From an optimization exercise on the open Yosys and OpenROAD flow, aimed at small area and a short achievable clock period; shortcuts taken in it are not production practice. Function was checked by simulation only, so behaviour that the tests miss may differ from the original. No activity file was given, so power comes from the tool's default toggle rates.

`flow/run.sh`:
```
#!/bin/bash
# Standard ORFS flow (the standard.sh), with the port buffers made of
# sky130_fd_sc_hd__buf_2 instead of buffer_ports' default cell.
set -o pipefail
export BUFFER_PORTS_ARGS="-buffer_cell sky130_fd_sc_hd__buf_2"
bash standard.sh finish 2>&1 | tee standard_flow.log
```
`standard.sh`:
```
#!/bin/bash
# synth_recipe.tcl (not shown) runs the flow's synth.tcl, then flattens the netlist and writes it again
# the make line also repeats each setting of config.mk as NAME=value (left out here)
make -C /OpenROAD-flow-scripts/flow DESIGN_CONFIG=/design/flow/config.mk WORK_HOME=/design/flow/orfs CLKGATE_MAP_FILE= SYNTH_SCRIPT=/design/flow/synth_recipe.tcl "${@:-finish}"
```
`config.mk`:
```
export PLATFORM = sky130hd
export DESIGN_NAME = mac
export DESIGN_NICKNAME = mac
export VERILOG_FILES = /design/flow/design.v
export SDC_FILE = /design/flow/constraint.sdc
export NUM_CORES = 4
export LEC_CHECK = 0
export CAP_MARGIN = 20
export CORE_MARGIN = 2
export CORE_UTILIZATION = 60
export SETUP_SLACK_MARGIN = 1.5
export SLEW_MARGIN = 20
export SYNTH_HIERARCHICAL = 1
```
`constraint.sdc`:
```
create_clock -name core_clock -period 6.5 [get_ports {clk}]
set_input_delay 1.3000 -clock core_clock [delete_from_list [all_inputs] [get_ports {clk}]]
set_output_delay 1.3000 -clock core_clock [all_outputs]
set_load 0.01 [all_outputs]
```
`design.v`:
```
module mac_fa(input a, input b, input c, output s, output co);
  assign s = a ^ b ^ c;
  assign co = (a & b) | (a & c) | (b & c);
endmodule
module mac_x3(input a, input b, input c, output s);
  assign s = a ^ b ^ c;
endmodule
module mac_mj(input a, input b, input c, output co);
  assign co = (a & b) | (a & c) | (b & c);
endmodule
module mac_xor(input a, input b, output s);
  assign s = a ^ b;
endmodule
module mac(A, B, C, D, clk, reset, Acc);
  input [7:0] A, B, C, D;
  input clk, reset;
  output [31:0] Acc;
  reg [31:0] R;
  reg [1:0] V;
  reg [8:0] W;
  wire p_A0B0 = ~(A[0] & B[0]);
  wire p_A0B1 = ~(A[0] & B[1]);
  wire p_A0B2 = ~(A[0] & B[2]);
  wire p_A0B3 = ~(A[0] & B[3]);
  wire p_A0B4 = ~(A[0] & B[4]);
  wire p_A0B5 = ~(A[0] & B[5]);
  wire p_A0B6 = ~(A[0] & B[6]);
  wire p_A0B7 = ~(A[0] & B[7]);
  wire p_A1B0 = ~(A[1] & B[0]);
  wire p_A1B1 = ~(A[1] & B[1]);
  wire p_A1B2 = ~(A[1] & B[2]);
  wire p_A1B3 = ~(A[1] & B[3]);
  wire p_A1B4 = ~(A[1] & B[4]);
  wire p_A1B5 = ~(A[1] & B[5]);
  wire p_A1B6 = ~(A[1] & B[6]);
  wire p_A1B7 = ~(A[1] & B[7]);
  wire p_A2B0 = ~(A[2] & B[0]);
  wire p_A2B1 = ~(A[2] & B[1]);
  wire p_A2B2 = ~(A[2] & B[2]);
  wire p_A2B3 = ~(A[2] & B[3]);
  wire p_A2B4 = ~(A[2] & B[4]);
  wire p_A2B5 = ~(A[2] & B[5]);
  wire p_A2B6 = ~(A[2] & B[6]);
  wire p_A2B7 = ~(A[2] & B[7]);
  wire p_A3B0 = ~(A[3] & B[0]);
  wire p_A3B1 = ~(A[3] & B[1]);
  wire p_A3B2 = ~(A[3] & B[2]);
  wire p_A3B3 = ~(A[3] & B[3]);
  wire p_A3B4 = ~(A[3] & B[4]);
  wire p_A3B5 = ~(A[3] & B[5]);
  wire p_A3B6 = ~(A[3] & B[6]);
  wire p_A3B7 = ~(A[3] & B[7]);
  wire p_A4B0 = ~(A[4] & B[0]);
  wire p_A4B1 = ~(A[4] & B[1]);
  wire p_A4B2 = ~(A[4] & B[2]);
  wire p_A4B3 = ~(A[4] & B[3]);
  wire p_A4B4 = ~(A[4] & B[4]);
  wire p_A4B5 = ~(A[4] & B[5]);
  wire p_A4B6 = ~(A[4] & B[6]);
  wire p_A4B7 = ~(A[4] & B[7]);
  wire p_A5B0 = ~(A[5] & B[0]);
  wire p_A5B1 = ~(A[5] & B[1]);
  wire p_A5B2 = ~(A[5] & B[2]);
  wire p_A5B3 = ~(A[5] & B[3]);
  wire p_A5B4 = ~(A[5] & B[4]);
  wire p_A5B5 = ~(A[5] & B[5]);
  wire p_A5B6 = ~(A[5] & B[6]);
  wire p_A5B7 = ~(A[5] & B[7]);
  wire p_A6B0 = ~(A[6] & B[0]);
  wire p_A6B1 = ~(A[6] & B[1]);
  wire p_A6B2 = ~(A[6] & B[2]);
  wire p_A6B3 = ~(A[6] & B[3]);
  wire p_A6B4 = ~(A[6] & B[4]);
  wire p_A6B5 = ~(A[6] & B[5]);
  wire p_A6B6 = ~(A[6] & B[6]);
  wire p_A6B7 = ~(A[6] & B[7]);
  wire p_A7B0 = ~(A[7] & B[0]);
  wire p_A7B1 = ~(A[7] & B[1]);
  wire p_A7B2 = ~(A[7] & B[2]);
  wire p_A7B3 = ~(A[7] & B[3]);
  wire p_A7B4 = ~(A[7] & B[4]);
  wire p_A7B5 = ~(A[7] & B[5]);
  wire p_A7B6 = ~(A[7] & B[6]);
  wire p_A7B7 = ~(A[7] & B[7]);
  wire p_C0D0 = ~(C[0] & D[0]);
  wire p_C0D1 = ~(C[0] & D[1]);
  wire p_C0D2 = ~(C[0] & D[2]);
  wire p_C0D3 = ~(C[0] & D[3]);
  wire p_C0D4 = ~(C[0] & D[4]);
  wire p_C0D5 = ~(C[0] & D[5]);
  wire p_C0D6 = ~(C[0] & D[6]);
  wire p_C0D7 = ~(C[0] & D[7]);
  wire p_C1D0 = ~(C[1] & D[0]);
  wire p_C1D1 = ~(C[1] & D[1]);
  wire p_C1D2 = ~(C[1] & D[2]);
  wire p_C1D3 = ~(C[1] & D[3]);
  wire p_C1D4 = ~(C[1] & D[4]);
  wire p_C1D5 = ~(C[1] & D[5]);
  wire p_C1D6 = ~(C[1] & D[6]);
  wire p_C1D7 = ~(C[1] & D[7]);
  wire p_C2D0 = ~(C[2] & D[0]);
  wire p_C2D1 = ~(C[2] & D[1]);
  wire p_C2D2 = ~(C[2] & D[2]);
  wire p_C2D3 = ~(C[2] & D[3]);
  wire p_C2D4 = ~(C[2] & D[4]);
  wire p_C2D5 = ~(C[2] & D[5]);
  wire p_C2D6 = ~(C[2] & D[6]);
  wire p_C2D7 = ~(C[2] & D[7]);
  wire p_C3D0 = ~(C[3] & D[0]);
  wire p_C3D1 = ~(C[3] & D[1]);
  wire p_C3D2 = ~(C[3] & D[2]);
  wire p_C3D3 = ~(C[3] & D[3]);
  wire p_C3D4 = ~(C[3] & D[4]);
  wire p_C3D5 = ~(C[3] & D[5]);
  wire p_C3D6 = ~(C[3] & D[6]);
  wire p_C3D7 = ~(C[3] & D[7]);
  wire p_C4D0 = ~(C[4] & D[0]);
  wire p_C4D1 = ~(C[4] & D[1]);
  wire p_C4D2 = ~(C[4] & D[2]);
  wire p_C4D3 = ~(C[4] & D[3]);
  wire p_C4D4 = ~(C[4] & D[4]);
  wire p_C4D5 = ~(C[4] & D[5]);
  wire p_C4D6 = ~(C[4] & D[6]);
  wire p_C4D7 = ~(C[4] & D[7]);
  wire p_C5D0 = ~(C[5] & D[0]);
  wire p_C5D1 = ~(C[5] & D[1]);
  wire p_C5D2 = ~(C[5] & D[2]);
  wire p_C5D3 = ~(C[5] & D[3]);
  wire p_C5D4 = ~(C[5] & D[4]);
  wire p_C5D5 = ~(C[5] & D[5]);
  wire p_C5D6 = ~(C[5] & D[6]);
  wire p_C5D7 = ~(C[5] & D[7]);
  wire p_C6D0 = ~(C[6] & D[0]);
  wire p_C6D1 = ~(C[6] & D[1]);
  wire p_C6D2 = ~(C[6] & D[2]);
  wire p_C6D3 = ~(C[6] & D[3]);
  wire p_C6D4 = ~(C[6] & D[4]);
  wire p_C6D5 = ~(C[6] & D[5]);
  wire p_C6D6 = ~(C[6] & D[6]);
  wire p_C6D7 = ~(C[6] & D[7]);
  wire p_C7D0 = ~(C[7] & D[0]);
  wire p_C7D1 = ~(C[7] & D[1]);
  wire p_C7D2 = ~(C[7] & D[2]);
  wire p_C7D3 = ~(C[7] & D[3]);
  wire p_C7D4 = ~(C[7] & D[4]);
  wire p_C7D5 = ~(C[7] & D[5]);
  wire p_C7D6 = ~(C[7] & D[6]);
  wire p_C7D7 = ~(C[7] & D[7]);
  wire s1, c2;
  wire s3, c4;
  wire s5, c6;
  wire s7, c8;
  wire s9, c10;
  wire s11, c12;
  wire s13, c14;
  wire s15, c16;
  wire s17, c18;
  wire s19, c20;
  wire s21, c22;
  wire s23, c24;
  wire s25, c26;
  wire s27, c28;
  wire s29, c30;
  wire s31, c32;
  wire s33, c34;
  wire s35, c36;
  wire s37, c38;
  wire s39, c40;
  wire s41, c42;
  wire s43, c44;
  wire s45, c46;
  wire s47, c48;
  wire s49, c50;
  wire s51, c52;
  wire s53, c54;
  wire s55, c56;
  wire s57, c58;
  wire s59, c60;
  wire s61, c62;
  wire s63, c64;
  wire s65, c66;
  wire s67, c68;
  wire s69, c70;
  wire s71, c72;
  wire s73, c74;
  wire s75, c76;
  wire s77, c78;
  wire s79, c80;
  wire s81, c82;
  wire s83, c84;
  wire s85, c86;
  wire s87, c88;
  wire s89, c90;
  wire s91, c92;
  wire s93, c94;
  wire s95, c96;
  wire s97, c98;
  wire s99, c100;
  wire s101, c102;
  wire s103, c104;
  wire s105, c106;
  wire s107, c108;
  wire s109, c110;
  wire s111, c112;
  wire s113, c114;
  wire s115, c116;
  wire s117, c118;
  wire s119, c120;
  wire s121, c122;
  wire s123, c124;
  wire s125, c126;
  wire s127, c128;
  wire s129, c130;
  wire s131, c132;
  wire s133, c134;
  wire s135, c136;
  wire s137, c138;
  wire s139, c140;
  wire s141, c142;
  wire s143, c144;
  wire s145, c146;
  wire s147, c148;
  wire s149, c150;
  wire s151, c152;
  wire s153, c154;
  wire s155, c156;
  wire s157, c158;
  wire s159, c160;
  wire s161, c162;
  wire s163, c164;
  wire s165, c166;
  wire s167, c168;
  wire s169, c170;
  wire s171, c172;
  wire s173, c174;
  wire s175, c176;
  wire s177, c178;
  wire s179, c180;
  wire s181, c182;
  wire s183, c184;
  wire s185, c186;
  wire s187, c188;
  wire s189, c190;
  wire s191, c192;
  wire s193, c194;
  wire s195, c196;
  wire s197, c198;
  wire s199, c200;
  wire s201, c202;
  wire s203, c204;
  wire s205, c206;
  wire s207, c208;
  wire s209, c210;
  wire s211, c212;
  wire s213, c214;
  wire s215, c216;
  wire s217, c218;
  wire s219, c220;
  wire s221, c222;
  wire s223, c224;
  wire s225, c226;
  wire s227, c228;
  wire s229, c230;
  wire s231, c232;
  wire s233, c234;
  wire s235, c236;
  wire s237, c238;
  wire s239, c240;
  wire s241, c242;
  wire s243, c244;
  wire s245, c246;
  wire s247, c248;
  wire s249, c250;
  wire s251, c252;
  wire s253, c254;
  wire s255, c256;
  wire s257, c258;
  wire s259, c260;
  wire s261, c262;
  wire [31:0] x = {R[31], R[30], R[29], R[28], R[27], R[26], R[25], R[24], R[23], R[22], R[21], R[20], R[19], R[18], ~R[17], s261, s259, s255, s247, s235, s219, c176, c148, c118, c88, s87, ~s61, s41, s25, s13, ~s3, (C[0] & D[0])};
  wire [31:0] y = {1'b0, 1'b0, 1'b0, 1'b0, 1'b0, 1'b0, 1'b0, 1'b0, 1'b0, 1'b0, 1'b0, V[1], 1'b0, 1'b0, c262, ~c260, c256, c248, c236, c220, c200, s199, s175, s147, s117, 1'b0, ~s59, ~s39, ~s23, ~s11, ~s5, s1};
  mac_xor u_s1 (R[0], p_A0B0, s1);
  assign c2 = ~R[0] & ~p_A0B0;
  mac_fa u_s3 (R[1], p_A0B1, p_A1B0, s3, c4);
  mac_fa u_s5 (p_C0D1, p_C1D0, ~c2, s5, c6);
  mac_fa u_s7 (R[2], p_A0B2, p_A1B1, s7, c8);
  mac_fa u_s9 (p_A2B0, p_C0D2, p_C1D1, s9, c10);
  mac_fa u_s11 (p_C2D0, c4, s7, s11, c12);
  mac_xor u_s13 (s9, c6, s13);
  assign c14 = ~s9 & ~c6;
  mac_fa u_s15 (R[3], p_A0B3, p_A1B2, s15, c16);
  mac_fa u_s17 (p_A2B1, p_A3B0, p_C0D3, s17, c18);
  mac_fa u_s19 (p_C1D2, p_C2D1, p_C3D0, s19, c20);
  mac_fa u_s21 (c8, c10, s15, s21, c22);
  mac_fa u_s23 (s17, s19, ~c14, s23, c24);
  mac_xor u_s25 (c12, s21, s25);
  assign c26 = ~c12 & ~s21;
  mac_fa u_s27 (R[4], p_A0B4, p_A1B3, s27, c28);
  mac_fa u_s29 (p_A2B2, p_A3B1, p_A4B0, s29, c30);
  mac_fa u_s31 (p_C0D4, p_C1D3, p_C2D2, s31, c32);
  mac_fa u_s33 (p_C3D1, p_C4D0, c16, s33, c34);
  mac_fa u_s35 (c18, c20, s27, s35, c36);
  mac_fa u_s37 (s29, s31, s33, s37, c38);
  mac_fa u_s39 (c22, s35, ~c26, s39, c40);
  mac_xor u_s41 (c24, s37, s41);
  assign c42 = ~c24 & ~s37;
  mac_fa u_s43 (R[5], p_A0B5, p_A1B4, s43, c44);
  mac_fa u_s45 (p_A2B3, p_A3B2, p_A4B1, s45, c46);
  mac_fa u_s47 (p_A5B0, p_C0D5, p_C1D4, s47, c48);
  mac_fa u_s49 (p_C2D3, p_C3D2, p_C4D1, s49, c50);
  mac_fa u_s51 (p_C5D0, c28, c30, s51, c52);
  mac_fa u_s53 (c32, s43, s45, s53, c54);
  mac_fa u_s55 (s47, s49, c34, s55, c56);
  mac_fa u_s57 (c36, s51, s53, s57, c58);
  mac_fa u_s59 (s55, c38, s57, s59, c60);
  mac_xor u_s61 (c42, c40, s61);
  assign c62 = c42 & ~c40;
  mac_fa u_s63 (R[6], V[0], (A[0] & B[6]), s63, c64);
  mac_fa u_s65 (p_A1B5, p_A2B4, p_A3B3, s65, c66);
  mac_fa u_s67 (p_A4B2, p_A5B1, p_A6B0, s67, c68);
  mac_fa u_s69 (p_C0D6, p_C1D5, p_C2D4, s69, c70);
  mac_fa u_s71 (p_C3D3, p_C4D2, p_C5D1, s71, c72);
  mac_fa u_s73 (p_C6D0, c44, c46, s73, c74);
  mac_fa u_s75 (c48, c50, s65, s75, c76);
  mac_fa u_s77 (s67, s69, s71, s77, c78);
  mac_fa u_s79 (~s63, c52, c54, s79, c80);
  mac_fa u_s81 (s73, s75, s77, s81, c82);
  mac_fa u_s83 (c56, s79, c58, s83, c84);
  mac_x3 u_s85 (s81, ~c62, c60, s85);
  mac_mj u_c86 (s81, ~c62, c60, c86);
  mac_xor u_s87 (s83, s85, s87);
  assign c88 = ~s83 & ~s85;
  mac_fa u_s89 (R[7], W[0], (A[0] & B[7]), s89, c90);
  mac_fa u_s91 (p_A1B6, p_A2B5, p_A3B4, s91, c92);
  mac_fa u_s93 (p_A4B3, p_A5B2, p_A6B1, s93, c94);
  mac_fa u_s95 (p_A7B0, p_C0D7, p_C1D6, s95, c96);
  mac_fa u_s97 (p_C2D5, p_C3D4, p_C4D3, s97, c98);
  mac_fa u_s99 (p_C5D2, p_C6D1, p_C7D0, s99, c100);
  mac_fa u_s101 (c66, c68, c70, s101, c102);
  mac_fa u_s103 (c72, s91, ~c64, s103, c104);
  mac_fa u_s105 (s93, s95, s97, s105, c106);
  mac_fa u_s107 (s99, ~s89, c74, s107, c108);
  mac_fa u_s109 (c76, c78, s101, s109, c110);
  mac_fa u_s111 (s103, s105, s107, s111, c112);
  mac_fa u_s113 (c80, c82, s109, s113, c114);
  mac_x3 u_s115 (s111, c84, s113, s115);
  mac_mj u_c116 (s111, c84, s113, c116);
  mac_xor u_s117 (s115, c86, s117);
  assign c118 = ~s115 & ~c86;
  mac_fa u_s119 (R[8], W[1], (A[1] & B[7]), s119, c120);
  mac_fa u_s121 (p_A2B6, p_A3B5, p_A4B4, s121, c122);
  mac_fa u_s123 (p_A5B3, p_A6B2, p_A7B1, s123, c124);
  mac_fa u_s125 (p_C1D7, p_C2D6, p_C3D5, s125, c126);
  mac_fa u_s127 (p_C4D4, p_C5D3, p_C6D2, s127, c128);
  mac_fa u_s129 (p_C7D1, c92, c94, s129, c130);
  mac_fa u_s131 (c96, c98, c100, s131, c132);
  mac_fa u_s133 (s121, s123, ~c90, s133, c134);
  mac_fa u_s135 (s125, s127, ~s119, s135, c136);
  mac_fa u_s137 (c102, c104, s129, s137, c138);
  mac_fa u_s139 (c106, s131, s133, s139, c140);
  mac_fa u_s141 (s135, c108, c110, s141, c142);
  mac_x3 u_s143 (s137, s139, c112, s143);
  mac_mj u_c144 (s137, s139, c112, c144);
  mac_x3 u_s145 (s141, c114, s143, s145);
  mac_mj u_c146 (s141, c114, s143, c146);
  mac_xor u_s147 (s145, c116, s147);
  assign c148 = ~s145 & ~c116;
  mac_fa u_s149 (R[9], W[2], (A[2] & B[7]), s149, c150);
  mac_fa u_s151 (p_A3B6, p_A4B5, p_A5B4, s151, c152);
  mac_fa u_s153 (p_A6B3, p_A7B2, p_C2D7, s153, c154);
  mac_fa u_s155 (p_C3D6, p_C4D5, p_C5D4, s155, c156);
  mac_fa u_s157 (p_C6D3, p_C7D2, c122, s157, c158);
  mac_fa u_s159 (c124, c126, c128, s159, c160);
  mac_fa u_s161 (s151, s153, ~c120, s161, c162);
  mac_fa u_s163 (s155, ~s149, c130, s163, c164);
  mac_fa u_s165 (c132, s157, c134, s165, c166);
  mac_fa u_s167 (s159, c136, s161, s167, c168);
  mac_fa u_s169 (s163, c138, s165, s169, c170);
  mac_x3 u_s171 (c140, s167, c142, s171);
  mac_mj u_c172 (c140, s167, c142, c172);
  mac_x3 u_s173 (s169, s171, c144, s173);
  mac_mj u_c174 (s169, s171, c144, c174);
  mac_xor u_s175 (c146, s173, s175);
  assign c176 = ~c146 & ~s173;
  mac_fa u_s177 (W[3], ~R[10], p_A3B7, s177, c178);
  mac_fa u_s179 (p_A4B6, p_A5B5, p_A6B4, s179, c180);
  mac_fa u_s181 (p_A7B3, p_C3D7, p_C4D6, s181, c182);
  mac_fa u_s183 (p_C5D5, p_C6D4, p_C7D3, s183, c184);
  mac_fa u_s185 (c152, c154, c156, s185, c186);
  mac_fa u_s187 (s177, s179, ~c150, s187, c188);
  mac_fa u_s189 (s181, s183, c158, s189, c190);
  mac_fa u_s191 (c160, c162, s185, s191, c192);
  mac_fa u_s193 (s187, c164, s189, s193, c194);
  mac_fa u_s195 (c166, c168, s191, s195, c196);
  mac_x3 u_s197 (s193, c170, s195, s197);
  mac_mj u_c198 (s193, c170, s195, c198);
  mac_x3 u_s199 (c172, s197, c174, s199);
  mac_mj u_c200 (c172, s197, c174, c200);
  mac_fa u_s201 (R[11], W[4], p_A4B7, s201, c202);
  mac_fa u_s203 (p_A5B6, p_A6B5, p_A7B4, s203, c204);
  mac_fa u_s205 (p_C4D7, p_C5D6, p_C6D5, s205, c206);
  mac_fa u_s207 (p_C7D4, c178, c180, s207, c208);
  mac_fa u_s209 (c182, c184, s201, s209, c210);
  mac_fa u_s211 (s203, s205, c186, s211, c212);
  mac_fa u_s213 (s207, c188, s209, s213, c214);
  mac_fa u_s215 (c190, s211, c192, s215, c216);
  mac_x3 u_s217 (s213, c194, s215, s217);
  mac_mj u_c218 (s213, c194, s215, c218);
  mac_x3 u_s219 (c196, s217, c198, s219);
  mac_mj u_c220 (c196, s217, c198, c220);
  mac_fa u_s221 (R[12], W[5], p_A5B7, s221, c222);
  mac_fa u_s223 (p_A6B6, p_A7B5, p_C5D7, s223, c224);
  mac_fa u_s225 (p_C6D6, p_C7D5, c202, s225, c226);
  mac_fa u_s227 (c204, c206, s221, s227, c228);
  mac_fa u_s229 (s223, c208, s225, s229, c230);
  mac_fa u_s231 (c210, s227, c212, s231, c232);
  mac_x3 u_s233 (s229, c214, s231, s233);
  mac_mj u_c234 (s229, c214, s231, c234);
  mac_x3 u_s235 (c216, s233, c218, s235);
  mac_mj u_c236 (c216, s233, c218, c236);
  mac_fa u_s237 (R[13], W[6], p_A6B7, s237, c238);
  mac_fa u_s239 (p_A7B6, p_C6D7, p_C7D6, s239, c240);
  mac_fa u_s241 (c222, c224, s237, s241, c242);
  mac_fa u_s243 (s239, c226, c228, s243, c244);
  mac_fa u_s245 (s241, c230, s243, s245, c246);
  mac_x3 u_s247 (c232, s245, c234, s247);
  mac_mj u_c248 (c232, s245, c234, c248);
  mac_fa u_s249 (R[14], W[7], p_A7B7, s249, c250);
  mac_fa u_s251 (p_C7D7, c238, c240, s251, c252);
  mac_fa u_s253 (s249, c242, s251, s253, c254);
  mac_x3 u_s255 (c244, s253, c246, s255);
  mac_mj u_c256 (c244, s253, c246, c256);
  mac_fa u_s257 (R[15], W[8], c250, s257, c258);
  mac_fa u_s259 (c252, s257, c254, s259, c260);
  mac_xor u_s261 (R[16], c258, s261);
  assign c262 = ~R[16] & ~c258;
  wire [6:0] blk0 = x[5:0] + y[5:0];
  wire [4:0] blk2 = x[19:16] + y[19:16];
  wire [12:0] blk3 = x[31:20] + y[31:20];
  wire [31:0] Rt = R ^ 32'h0003f83f;
  wire [31:0] vv = {1'b0, 1'b0, 1'b0, 1'b0, 1'b0, 1'b0, 1'b0, 1'b0, 1'b0, 1'b0, 1'b0, V[1], 1'b0, 1'b0, 1'b0, 1'b0, 1'b0, 1'b0, 1'b0, 1'b0, 1'b0, 1'b0, 1'b0, 1'b0, 1'b0, V[0], 1'b0, 1'b0, 1'b0, 1'b0, 1'b0, 1'b0};
  wire [31:0] wv = {1'b0, 1'b0, 1'b0, 1'b0, 1'b0, 1'b0, 1'b0, 1'b0, 1'b0, 1'b0, 1'b0, 1'b0, 1'b0, 1'b0, 1'b0, 1'b0, W[8], W[7], W[6], W[5], W[4], W[3], W[2], W[1], W[0], 1'b0, 1'b0, 1'b0, 1'b0, 1'b0, 1'b0, 1'b0} ^ 32'h0000fc00;
  assign Acc = Rt + (vv | wv);
  always @(posedge clk, negedge reset)
    if (reset == 0) begin
      R <= 32'h0003f83f;
      V <= 0;
      W <= 9'h1f8;
    end else begin
      R <= {blk3[11], blk3[10], blk3[9], blk3[8], blk3[7], blk3[6], blk3[5], blk3[4], blk3[3], blk3[2], blk3[1], blk3[0], blk2[3], blk2[2], ~blk2[1], ~blk2[0], x[15], x[14], x[13], x[12], x[11], x[10], x[9], x[8], x[7], x[6], ~blk0[5], ~blk0[4], ~blk0[3], ~blk0[2], ~blk0[1], ~blk0[0]};
      V <= {blk2[4], blk0[6]};
      W <= {y[15], y[14], y[13], y[12], y[11], y[10], y[9], y[8], y[7]};
    end
endmodule
```
==> results.ini <==
[power_and_ir_drop]
leakagePower_nw=2.875
vdd_drop_max_v=0.0005344
p_per_area_nw_per_um2=648.2

[logic_synthesis]
syn_area_um2=5911
synth_warnings=7
syn_inst=563
synthTopCellsByArea=fa_1 37%, dfrtp_1 10%, nand2_1 8.5%, dfstp_2 8.4%, xor3_1 5.6%
syn-num-nets=727
ys_seq_area_share_pct=18.61
ys.flop_type=dfrtp_1
synth_edf_count=0
yosys.area.top_type=fa_1
ys_seq_elements=43
synth_cell_types=40
async_flop_share_pct=100.0
syn_area_per_cell_um2=10.50
synth_top_area_share_pct=37.26

[clock_network]
post-cts-setup-buffers=0
cts_tree=built
cts_resized=0
cts_root_buf=clkbuf_8
clk_pin_slew_ns=0.10
cts_made_buffers=5
h-tree-depth=2
clockBufferDepth=2
cts.sinks=43
clock_latency_ns=0.31
ctsHoldBuffers=0

[global_route]
antenna_found_initial=0
grt_pass1_wl_um=20850
grt_pass1_vias=4228
grt_usage_pct=26.36
globalRouteOverflowTotal=0
grt_max_degree=44

[sta]
fin_crit_sh_pct=63.68
rsz0062_at_grt=no
slew_headroom_pct=61.69
worstMarginPinSlew_ns=0.5747
slew_viol_final=0
setup_viol_count_final=0
hold_viol=0
skew_ns=0.02286
period_minus_slack_ns=4.139
fmax_mhz=241.6
tns_ns=0

[critical_path]
end_kind=output port
worstSetupStartpoint=W[7]
cp-start-kind=flop
cp.arrival_ns=2.84
reg2regPathDepth=9
crit_path_max_fanout=5
endpoint=Acc[31]
r2r_end=R[18]
worstPathRequired_ns=5.20
rrSetupSlack_ns=3.24
r2r-start=W[6]
worstSetupPathType=reg2out

[placement]
numPortBuffers=65
gp_congestion=0.9078
hpwl_um=10620
dpl_cell_area_um2=6227

[finish]
fin_area_um2=6327
diodes=0
fillCellCount=811
num-nets-final=761
syn_to_final_growth_pct=7.049
drive_above_1_share_pct=19.06

[route]
vias_per_cell=5.423
drt-met1-wl_um=5113
drt_iter0_drc=201
met2_length_um=6829
top_layer=met4
via_count=3964
dr_wl_met3_um=425
first_pass_iters=4
post_drt_wl_per_cell_um=17.35
drcViolationCount=0
wl_um=12680
ant_nets=0

[die]
rows=36
start_util_pct=61.03
num_io_pins=66
die_x_um=103.3
core-area_um2=9684
die_area_um2=10660
fp.dieH_um=103.3

[job]
cap_violations=0

[status]
status=finished clean

[min_path]
hold_class=reg2reg

[modules after synthesis (local to each module, per instance)]
module	flip-flops and latches	times used	cell area, µm²	cells inside
mac_xor	0	10	8.758	1
mac_fa	0	107	20.02	1
mac	43	1	3191	418
mac_x3	0	14	23.77	1
mac_mj	0	14	11.26	1
[worst max-delay path: stages (launching register included)]
cell and delay (ns):
dfstp_2 0.56, inv_1 0.05, ha_1 0.35, a21o_1 0.15, a21oi_1 0.06, o21ai_0 0.44, o21ai_1 0.29, a211oi_1 0.33
xor2_1 0.16, buf_2 0.14
[worst min-delay path by stage]
| stage | startpoint | endpoint | slack (ns) | cells after the start |
|---|---|---|---|---|
| after floorplan | R[31] | R[31] | 0.46 | 1 |
| after global placement | R[31] | R[31] | 0.49 | 1 |
| after detailed placement | R[31] | R[31] | 0.49 | 1 |
| after CTS | R[31] | R[31] | 0.50 | 1 |
| after global routing | R[31] | R[31] | 0.52 | 1 |
| final | R[31] | R[31] | 0.50 | 1 |
[cells by family after synthesis]
family / synth area share [%]
AOI/OAI and AO/OA: 5.525
adders and majority gates: 44.16
DFF: 18.61
and+or+nand+nor: 12.53
xor gates and xnor gates: 13.04
buffers and inverters: 6.139
[through the flow]
stage | setup WS (ns) | power, W | std cells | util [%] | hold WS [ns]
final | 2.361 | 0.004101 | 731 | 65.34 | 0.4954
after global routing | 2.129 | 0.004506 | 731 | 65.34 | 0.5159
after CTS | 2.322 | 0.004138 | 731 | 65.31 | 0.5021
after detailed placement | 2.059 | 0.003928 | 723 | 64.30 | 0.4884
after global placement | 2.098 | 0.003827 | 723 | 64.30 | 0.4853
after floorplan | 2.170 | 0.003279 | 563 | - | 0.4645
[final cells by class]
| cell class | count | area [µm²] | area share [%] |
|---|---|---|---|
| clock inverters | 2 | 15.01 | 0.2373 |
| multi-input cells | 432 | 4448 | 70.30 |
| repair buffers | 65 | 327.8 | 5.181 |
| well taps | 133 | 166.4 | 2.630 |
| clock buffers | 6 | 82.58 | 1.305 |
| flip-flops and latches | 43 | 1100 | 17.38 |
| inverters | 50 | 187.7 | 2.966 |
[registers in the layout (all words and copies together) (netlist names)]
name  count
W         9
R        32
V         2
[Yosys cell counts, types with 12 or more instances]
cell      instances
a21oi_1          12
nand2_1         134
nor2_1           18
clkbuf_1         33
ha_1             20
dfstp_2          19
xor3_1           14
xor2_1           28
xnor2_1          22
maj3_2           14
inv_1            50
fa_1            110
dfrtp_1          24
[report_power, final]
group / total [W] / switching [W] / internal [W]
registers: 0.000616 / 0.000121 / 0.000495
clock network: 0.000193 / 0.000105 / 0.0000873
logic: 0.00329 / 0.00147 / 0.00182
total: 0.00410 / 0.00170 / 0.00240
[cell usage in the layout, fill, tap and decap left out, types with 4 or more instances in the layout]
master,netlist,layout
dfstp_2,19,19
ha_1,20,20
nand2_1,134,134
xnor2_1,22,22
a21o_1,9,9
o21bai_1,4,4
clkbuf_8,2,6
nand4_1,5,5
maj3_2,14,14
xor3_1,14,14
fa_1,110,110
inv_1,50,50
buf_2,0,64
a21oi_1,12,12
nor2_1,18,18
and2_1,5,5
xor2_1,28,28
dfrtp_1,24,24
nand3_1,10,10
[per-layer routing]
layer / global-route usage (%) / vias to the layer above
met2: 47.85 / 88
met5: 0 / -
met4: 7.490 / 0
met1: 33.53 / 2053
met3: 3.159 / 19
li1: - / 1804

afterwards: timing with drivers on the ports:
Ports are ideal in the flow. The routed layout listed here was re-timed in OpenROAD. Step 1, drivers: a clkbuf_16 drives clk and a buf_2 each remaining input, both assumed. Step 2, shift: input delay + t, output delay - t, t = (earliest + latest rising clock arrival at the registers) / 2. This alone moves slack from input paths to output paths. Slacks: ideal ports / drivers / drivers and shift; pairs: ideal ports / drivers.
t, ns: 0.337
setup slack, ns: 2.361 / 2.327 / 2.083
worst setup path after step 2: input to register
clock arrival spread, ns: 0.023 / 0.023
After both steps setup and hold are still met in this run. The setup slack of this run moves by -0.034 ns with the drivers and by -0.278 ns with both steps.
